Context: an optimization exercise on an open-source flow, tuned for small area, a short achievable clock period and few clock cycles. The choices shown serve that exercise and are no tape-out recipe.
Where RTL was checked, it was by simulation tests only, not by an equivalence proof against the original.
No driver is modelled on the clock port, so clock power and skew are understated where the tree is cut down; a real chip needs a root buffer or a tree.
No activity file was given, so power comes from the tool's default toggle rates.

## MF
module MF(
	clk,
	rst_n,
	invalid,
	image_in,
	outvalid,
	image_out
);
Size: ~650 cells after synthesis, ~240 flip-flops, ~0.0079 mm2 of cells after synthesis.
==> module MF, before the edit <==
module MF(
	clk,
	rst_n,
	invalid,
	image_in,
	outvalid,
	image_out
);
input				clk,rst_n,invalid;
input 		[7:0]	image_in;
output	reg 		outvalid;
output	reg [7:0]	image_out;
reg			act;
reg [3:0]	row;
reg [3:0]	col;
reg			hb, hv;		 
wire last = (row == 4'd11);
wire row1_next = act & ((row == 4'd0 & col == 4'd9) | (row == 4'd1 & col != 4'd9));
always @(posedge clk or negedge rst_n) begin
	if (!rst_n) begin
		act <= 1'b0; row <= 4'd0; col <= 4'd0;
	end else if (act & !last) begin
		col <= (col == 4'd9) ? 4'd0 : col + 4'd1;
		row <= (col == 4'd9) ? row + 4'd1 : row;
	end else if (invalid) begin
		act <= 1'b1; row <= 4'd0; col <= 4'd0;
	end else begin
		act <= 1'b0;
	end
end
always @(posedge clk or negedge rst_n) begin
	if (!rst_n) begin
		hb <= 1'b0; hv <= 1'b0;
	end else begin
		hb  <= (col <= 4'd1) | (row == 4'd1) | (row == 4'd10);
		hv  <= act & ((row >= 4'd2) | (row == 4'd1 & col != 4'd0));
	end
end
always @(posedge clk) outvalid <= hv;
reg [7:0]	in_r;
reg [7:0]	lb [1:20];
reg			ab, ac, bc;
integer i;
wire [7:0] a_d = invalid ? image_in : 8'd0;
wire [7:0] c_d = row1_next ? 8'd0 : lb[19];
always @(posedge clk) begin
	in_r <= a_d;
	lb[1] <= in_r;
	for (i = 2; i <= 19; i = i + 1) lb[i] <= lb[i-1];
	lb[20] <= c_d;
	ab <= invalid ? image_in >= lb[9] : lb[9] == 8'd0;
	ac <= row1_next | (invalid ? image_in >= lb[19] : lb[19] == 8'd0);
	bc <= row1_next | lb[9] >= lb[19];
end
wire [7:0] a = in_r, b = lb[10], c = lb[20];
wire [7:0] vmax = (ab & ac) ? a : (!ab & bc) ? b : c;
wire [7:0] vmin = (!ab & !ac) ? a : (ab & !bc) ? b : c;
reg [7:0] x0, x1;	 
reg [7:0] n0, n1;	 
reg [7:0] xp, np;	 
reg       gx, gn;	 
reg       hx, hn;	 
wire       psx_d = gx | (col == 4'd1);	 
wire [7:0] px = psx_d ? x0 : x1;
wire       hx_d = (vmax > px) & (col != 4'd0);	 
wire       psn_d = gn;
wire [7:0] pn = psn_d ? n0 : n1;
wire       hn_d = (vmin < pn);
always @(posedge clk) begin
	x0 <= vmax; x1 <= x0; xp <= px;
	n0 <= vmin; n1 <= n0; np <= pn;
	gx <= vmax >= x0; gn <= vmin <= n0;
	hx <= hx_d; hn <= hn_d;
end
wire [7:0] mx = hx ? x0 : xp;
wire [7:0] mn = hb ? 8'd0 : hn ? n0 : np;
wire [8:0] sum = {1'b0, mx} + {1'b0, mn};
always @(posedge clk) image_out <= sum[8:1];
endmodule
clock: 10.0 ns
lec_check: 0
cap_margin: 20
core_margin: 2
core_utilization: 65
cts_buf_list: sky130_fd_sc_hd__clkbuf_16
cts_cluster_diameter: 80
cts_cluster_size: 30
slew_margin: 20
standard.sh (not shown) runs the stock make flow with config.mk's settings and CLKGATE_MAP_FILE= SYNTH_SCRIPT=/design/flow/synth_recipe.tcl, a recipe that flattens the netlist after the stock synthesis.
==> flow/flow/run.sh <==
#!/bin/bash
set -euo pipefail
bash standard.sh SETUP_SLACK_MARGIN=7.2 finish > orfs_flow.log 2>&1
The starting point completed without violations.
Rerun with:
--- a/flow/design.v
+++ b/flow/design.v
@@ -35,10 +35,40 @@
 		hb  <= (col <= 4'd1) | (row == 4'd1) | (row == 4'd10);
 		hv  <= act & ((row >= 4'd2) | (row == 4'd1 & col != 4'd0));
 	end
 end
 always @(posedge clk) outvalid <= hv;
+function [1:0] cmp8;
+	input [7:0] a, b;
+	reg [7:0] g, l;
+	reg [3:0] g1, l1;
+	reg [1:0] g2, l2;
+	integer k;
+	begin
+		g = a & ~b;
+		l = ~a & b;
+		for (k = 0; k < 4; k = k + 1) begin
+			g1[k] = g[2*k+1] | (~l[2*k+1] & g[2*k]);
+			l1[k] = l[2*k+1] | (~g[2*k+1] & l[2*k]);
+		end
+		for (k = 0; k < 2; k = k + 1) begin
+			g2[k] = g1[2*k+1] | (~l1[2*k+1] & g1[2*k]);
+			l2[k] = l1[2*k+1] | (~g1[2*k+1] & l1[2*k]);
+		end
+		cmp8 = {g2[1] | (~l2[1] & g2[0]), l2[1] | (~g2[1] & l2[0])};
+	end
+endfunction
+function ge8;	 
+	input [7:0] a, b;
+	reg [1:0] r;
+	begin r = cmp8(a, b); ge8 = ~r[0]; end
+endfunction
+function gt8;	 
+	input [7:0] a, b;
+	reg [1:0] r;
+	begin r = cmp8(a, b); gt8 = r[1]; end
+endfunction
 reg [7:0]	in_r;
 reg [7:0]	lb [1:20];
 reg			ab, ac, bc;
 integer i;
 wire [7:0] a_d = invalid ? image_in : 8'd0;
@@ -46,13 +76,13 @@
 always @(posedge clk) begin
 	in_r <= a_d;
 	lb[1] <= in_r;
 	for (i = 2; i <= 19; i = i + 1) lb[i] <= lb[i-1];
 	lb[20] <= c_d;
-	ab <= invalid ? image_in >= lb[9] : lb[9] == 8'd0;
-	ac <= row1_next | (invalid ? image_in >= lb[19] : lb[19] == 8'd0);
-	bc <= row1_next | lb[9] >= lb[19];
+	ab <= invalid ? ge8(image_in, lb[9]) : lb[9] == 8'd0;
+	ac <= row1_next | (invalid ? ge8(image_in, lb[19]) : lb[19] == 8'd0);
+	bc <= row1_next | ge8(lb[9], lb[19]);
 end
 wire [7:0] a = in_r, b = lb[10], c = lb[20];
 wire [7:0] vmax = (ab & ac) ? a : (!ab & bc) ? b : c;
 wire [7:0] vmin = (!ab & !ac) ? a : (ab & !bc) ? b : c;
 reg [7:0] x0, x1;	 
@@ -60,18 +90,18 @@
 reg [7:0] xp, np;	 
 reg       gx, gn;	 
 reg       hx, hn;	 
 wire       psx_d = gx | (col == 4'd1);	 
 wire [7:0] px = psx_d ? x0 : x1;
-wire       hx_d = (vmax > px) & (col != 4'd0);	 
+wire       hx_d = gt8(vmax, px) & (col != 4'd0);	 
 wire       psn_d = gn;
 wire [7:0] pn = psn_d ? n0 : n1;
-wire       hn_d = (vmin < pn);
+wire       hn_d = gt8(pn, vmin);
 always @(posedge clk) begin
 	x0 <= vmax; x1 <= x0; xp <= px;
 	n0 <= vmin; n1 <= n0; np <= pn;
-	gx <= vmax >= x0; gn <= vmin <= n0;
+	gx <= ge8(vmax, x0); gn <= ge8(n0, vmin);
 	hx <= hx_d; hn <= hn_d;
 end
 wire [7:0] mx = hx ? x0 : xp;
 wire [7:0] mn = hb ? 8'd0 : hn ? n0 : np;
 wire [8:0] sum = {1'b0, mx} + {1'b0, mn};
Effect: The new run completed without violations. Routed wire length fell by 3.6%. Total power fell by 2.8%. Critical path depth rose by 7. Setup slack loses 0.62 ns. Die area fell by 4.7%. Area after synthesis fell by 4.9%. Global-route usage fell by 0.43 points.
No functional check of the RTL was part of any run of this note.

* * *

Setup of rev 12:
The RTL this note starts from:
==> flow/design.v <==
module MF(
	clk,
	rst_n,
	invalid,
	image_in,
	outvalid,
	image_out
);
input				clk,rst_n,invalid;
input 		[7:0]	image_in;
output	reg 		outvalid;
output	reg [7:0]	image_out;
reg			act;
reg [3:0]	row;
reg [3:0]	col;
reg			hb, hv;		 
wire last = (row == 4'd11);
wire row1_next = act & ((row == 4'd0 & col == 4'd9) | (row == 4'd1 & col != 4'd9));
always @(posedge clk or negedge rst_n) begin
	if (!rst_n) act <= 1'b0;
	else act <= (act & !last) | invalid;
end
always @(posedge clk) begin
	if (act & !last) begin
		col <= (col == 4'd9) ? 4'd0 : col + 4'd1;
		row <= (col == 4'd9) ? row + 4'd1 : row;
	end else begin
		row <= 4'd0; col <= 4'd0;
	end
end
always @(posedge clk or negedge rst_n) begin
	if (!rst_n) hv <= 1'b0;
	else hv <= act & ((row >= 4'd2) | (row == 4'd1 & col != 4'd0));
end
always @(posedge clk) hb <= (col <= 4'd1) | (row == 4'd1) | (row == 4'd10);
always @(posedge clk) outvalid <= hv;
function [1:0] cmp8;
	input [7:0] a, b;
	reg [7:0] g, l;
	reg [3:0] g1, l1;
	reg [1:0] g2, l2;
	integer k;
	begin
		g = a & ~b;
		l = ~a & b;
		for (k = 0; k < 4; k = k + 1) begin
			g1[k] = g[2*k+1] | (~l[2*k+1] & g[2*k]);
			l1[k] = l[2*k+1] | (~g[2*k+1] & l[2*k]);
		end
		for (k = 0; k < 2; k = k + 1) begin
			g2[k] = g1[2*k+1] | (~l1[2*k+1] & g1[2*k]);
			l2[k] = l1[2*k+1] | (~g1[2*k+1] & l1[2*k]);
		end
		cmp8 = {g2[1] | (~l2[1] & g2[0]), l2[1] | (~g2[1] & l2[0])};
	end
endfunction
function ge8;	 
	input [7:0] a, b;
	reg [1:0] r;
	begin r = cmp8(a, b); ge8 = ~r[0]; end
endfunction
function gt8;	 
	input [7:0] a, b;
	reg [1:0] r;
	begin r = cmp8(a, b); gt8 = r[1]; end
endfunction
reg [7:0]	in_r;
reg [7:0]	lb [1:20];
reg			ab, ac, bc;
reg			nopix;	 
integer i;
always @(posedge clk) begin
	in_r <= image_in;
	lb[1] <= in_r;
	for (i = 2; i <= 19; i = i + 1) lb[i] <= lb[i-1];
	lb[20] <= lb[19];
	ab <= ge8(image_in, lb[9]);
	ac <= row1_next | ge8(image_in, lb[19]);
	nopix <= !invalid;
	bc <= row1_next | ge8(lb[9], lb[19]);
end
wire [7:0] a = in_r, b = lb[10], c = lb[20];
wire       ab_a = ab & !nopix, ac_a = ac & !nopix;
wire [7:0] vmax = (ab_a & ac_a) ? a : (!ab_a & bc) ? b : c;
wire [7:0] vmin = (!ab_a & !ac_a) ? a : (ab & !bc) ? b : c;	 
reg [7:0] x0, x1;	 
reg [7:0] n0, n1;	 
reg [7:0] xp, np;	 
reg       gx, gn;	 
reg       hx, hn;	 
wire       psx_d = gx | (col == 4'd1);	 
wire [7:0] px = psx_d ? x0 : x1;
wire       hx_d = gt8(vmax, px) & (col != 4'd0);	 
wire       psn_d = gn;
wire [7:0] pn = psn_d ? n0 : n1;
wire       hn_d = gt8(pn, vmin);
always @(posedge clk) begin
	x0 <= vmax; x1 <= x0; xp <= px;
	n0 <= vmin; n1 <= n0; np <= pn;
	gx <= ge8(vmax, x0); gn <= ge8(n0, vmin);
	hx <= hx_d; hn <= hn_d;
end
wire [7:0] mx = hx ? x0 : xp;
wire [7:0] mn = hb ? 8'd0 : hn ? n0 : np;
wire [8:0] sum = {1'b0, mx} + {1'b0, mn};
always @(posedge clk) image_out <= sum[8:1];
endmodule
export LEC_CHECK = 0
export ABC_AREA = 0
export CAP_MARGIN = 20
export CORE_MARGIN = 2
export CORE_UTILIZATION = 65
export CTS_BUF_LIST = sky130_fd_sc_hd__clkbuf_16
export CTS_CLUSTER_DIAMETER = 80
export CTS_CLUSTER_SIZE = 30
export SLEW_MARGIN = 20
create_clock -name core_clock -period 10.0 [get_ports {clk}]
==> flow/flow/run.sh <==
#!/bin/bash
set -euo pipefail
KNOBS="SETUP_SLACK_MARGIN=7.2"
bash standard.sh $KNOBS cts > orfs_flow_cts.log 2>&1
R=orfs/results/$FLOW_PLATFORM/MF/base
openroad -no_init -exit -threads "${NUM_CORES:-4}" flow/unroot.tcl > unroot.log 2>&1
bash standard.sh $KNOBS finish > orfs_flow_finish.log 2>&1
Other scripts of this flow, unchanged in this note and not shown: flow/flow/unroot.tcl
Rev 12: all stages complete, timing, DRC and antenna checks passed
diff inputs: rev 12 => rev 13
diff --git a/flow/design.v b/flow/design.v
--- a/flow/design.v
+++ b/flow/design.v
@@ -14,9 +14,8 @@
 reg [3:0]	row;
 reg [3:0]	col;
 reg			hb, hv;		 
 wire last = (row == 4'd11);
-wire row1_next = act & ((row == 4'd0 & col == 4'd9) | (row == 4'd1 & col != 4'd9));
 always @(posedge clk or negedge rst_n) begin
 	if (!rst_n) act <= 1'b0;
 	else act <= (act & !last) | invalid;
 end
@@ -27,13 +26,22 @@
 	end else begin
 		row <= 4'd0; col <= 4'd0;
 	end
 end
+reg			v1;
 always @(posedge clk or negedge rst_n) begin
-	if (!rst_n) hv <= 1'b0;
-	else hv <= act & ((row >= 4'd2) | (row == 4'd1 & col != 4'd0));
+	if (!rst_n) begin
+		v1 <= 1'b0; hv <= 1'b0;
+	end else begin
+		v1 <= act & ((row >= 4'd2) | (row == 4'd1 & col != 4'd0));
+		hv <= v1;
+	end
 end
-always @(posedge clk) hb <= (col <= 4'd1) | (row == 4'd1) | (row == 4'd10);
+reg			b1;
+always @(posedge clk) begin
+	b1 <= (col <= 4'd1) | (row == 4'd1) | (row == 4'd10);
+	hb <= b1;
+end
 always @(posedge clk) outvalid <= hv;
 function [1:0] cmp8;
 	input [7:0] a, b;
 	reg [7:0] g, l;
@@ -64,34 +72,37 @@
 	reg [1:0] r;
 	begin r = cmp8(a, b); gt8 = r[1]; end
 endfunction
 reg [7:0]	in_r;
-reg [7:0]	lb [1:20];
+reg [7:0]	lb [1:21];
 reg			ab, ac, bc;
-reg			nopix;	 
 integer i;
+wire no_a = (row >= 4'd10);
+wire no_c = (row == 4'd1);
 always @(posedge clk) begin
 	in_r <= image_in;
 	lb[1] <= in_r;
-	for (i = 2; i <= 19; i = i + 1) lb[i] <= lb[i-1];
-	lb[20] <= lb[19];
-	ab <= ge8(image_in, lb[9]);
-	ac <= row1_next | ge8(image_in, lb[19]);
-	nopix <= !invalid;
-	bc <= row1_next | ge8(lb[9], lb[19]);
+	for (i = 2; i <= 21; i = i + 1) lb[i] <= lb[i-1];
+	ab <= !no_a & ge8(in_r, lb[10]);
+	ac <= no_c | (!no_a & ge8(in_r, lb[20]));
+	bc <= no_c | ge8(lb[10], lb[20]);
 end
-wire [7:0] a = in_r, b = lb[10], c = lb[20];
-wire       ab_a = ab & !nopix, ac_a = ac & !nopix;
-wire [7:0] vmax = (ab_a & ac_a) ? a : (!ab_a & bc) ? b : c;
-wire [7:0] vmin = (!ab_a & !ac_a) ? a : (ab & !bc) ? b : c;	 
+reg			c0, c1;
+always @(posedge clk) begin
+	c0 <= (col == 4'd0);
+	c1 <= (col == 4'd1);
+end
+wire [7:0] a = lb[1], b = lb[11], c = lb[21];
+wire [7:0] vmax = (ab & ac) ? a : (!ab & bc) ? b : c;
+wire [7:0] vmin = (!ab & !ac) ? a : (ab & !bc) ? b : c;
 reg [7:0] x0, x1;	 
 reg [7:0] n0, n1;	 
 reg [7:0] xp, np;	 
 reg       gx, gn;	 
 reg       hx, hn;	 
-wire       psx_d = gx | (col == 4'd1);	 
+wire       psx_d = gx | c1;	 
 wire [7:0] px = psx_d ? x0 : x1;
-wire       hx_d = gt8(vmax, px) & (col != 4'd0);	 
+wire       hx_d = gt8(vmax, px) & !c0;	 
 wire       psn_d = gn;
 wire [7:0] pn = psn_d ? n0 : n1;
 wire       hn_d = gt8(pn, vmin);
 always @(posedge clk) begin
Findings:
[diff] routed wire length, rev 13 relative to rev 12: improvement. Count of distinct cell types in the synthesized netlist (rev 13 vs. rev 12) decreases by more than 10%. Comparing the two runs side by side, rev 13 comes out behind rev 12 on wire length of the first global-routing pass. Between rev 12 and rev 13, last weighted congestion value of the routability-driven placer is lower for rev 12, rev 13 comes in above that. Rev 13 — setup slack 1.60 ns higher, rev 12 as reference. Instance area after placement in rev 13 is about 6% above rev 12. Per the comparison of rev 13 with rev 12, tap cell count shows an increase of 3, worst-margin pin slew shows an increase of 0.056 ns, global routing met1 resource utilization shows a reduction of 0.87 points. Rev 12 vs rev 13, endpoint of the most critical setup path: ab vs image_out[6]. Going from rev 12 to rev 13, worst clock skew has decreased, HPWL after detailed placement has remained practically unchanged, portion of total power attributed to combinational logic has increased. Rev 13 reports a higher number of sequential cells in the layout than rev 12 does. Comparing rev 12 and rev 13, the higher global-route usage was measured on rev 12. The final layout from rev 13, which completed every stage, passed the timing, design-rule and antenna checks at the end of the flow.
Testbench counts of rev 13, summed over its fixed seeds: cycles 14,592.
For rev 12, only the layout was checked, not whether the RTL still works. In every run of this note, the design's own scripts or RTL, not TritonCTS, make the clock network.

## what the ideal ports hide
The flow's constraints put no driver on any port. The routed layouts listed below were extracted and timed again, unchanged, in two steps. Step 1: set_driving_cell puts a clkbuf_16 on clk and a buf_2 on each other input, an assumption about the parent block. Step 2 also shifts input and output timing later by t, the mid clock arrival at the registers, as if the neighbouring blocks saw the same clock. Three values: ideal ports, drivers, drivers and shift; two values: the first two.
run	t (ns)	setup slack, ns	hold slack, ns	worst setup path at the end	cell pins on the clock port's net
the first run of note 1	0.500	7.103 / 7.064 / 6.799	0.319 / 0.319 / 0.319	input to register	1
the second run of note 1	0.499	6.486 / 6.497 / 5.997	0.306 / 0.306 / 0.306	input to register	1
rev 12	0.303	5.777 / 5.856 / 5.552	0.318 / 0.318 / 0.318	input to register	2
rev 13	0.302	7.375 / 7.257 / 7.409	0.321 / 0.320 / 0.320	register to register	2
After both steps every run listed still meets setup and hold. The setup slack of the second run of note 1, which loses most, moves by +0.011 ns with the drivers and by -0.489 ns with both steps.
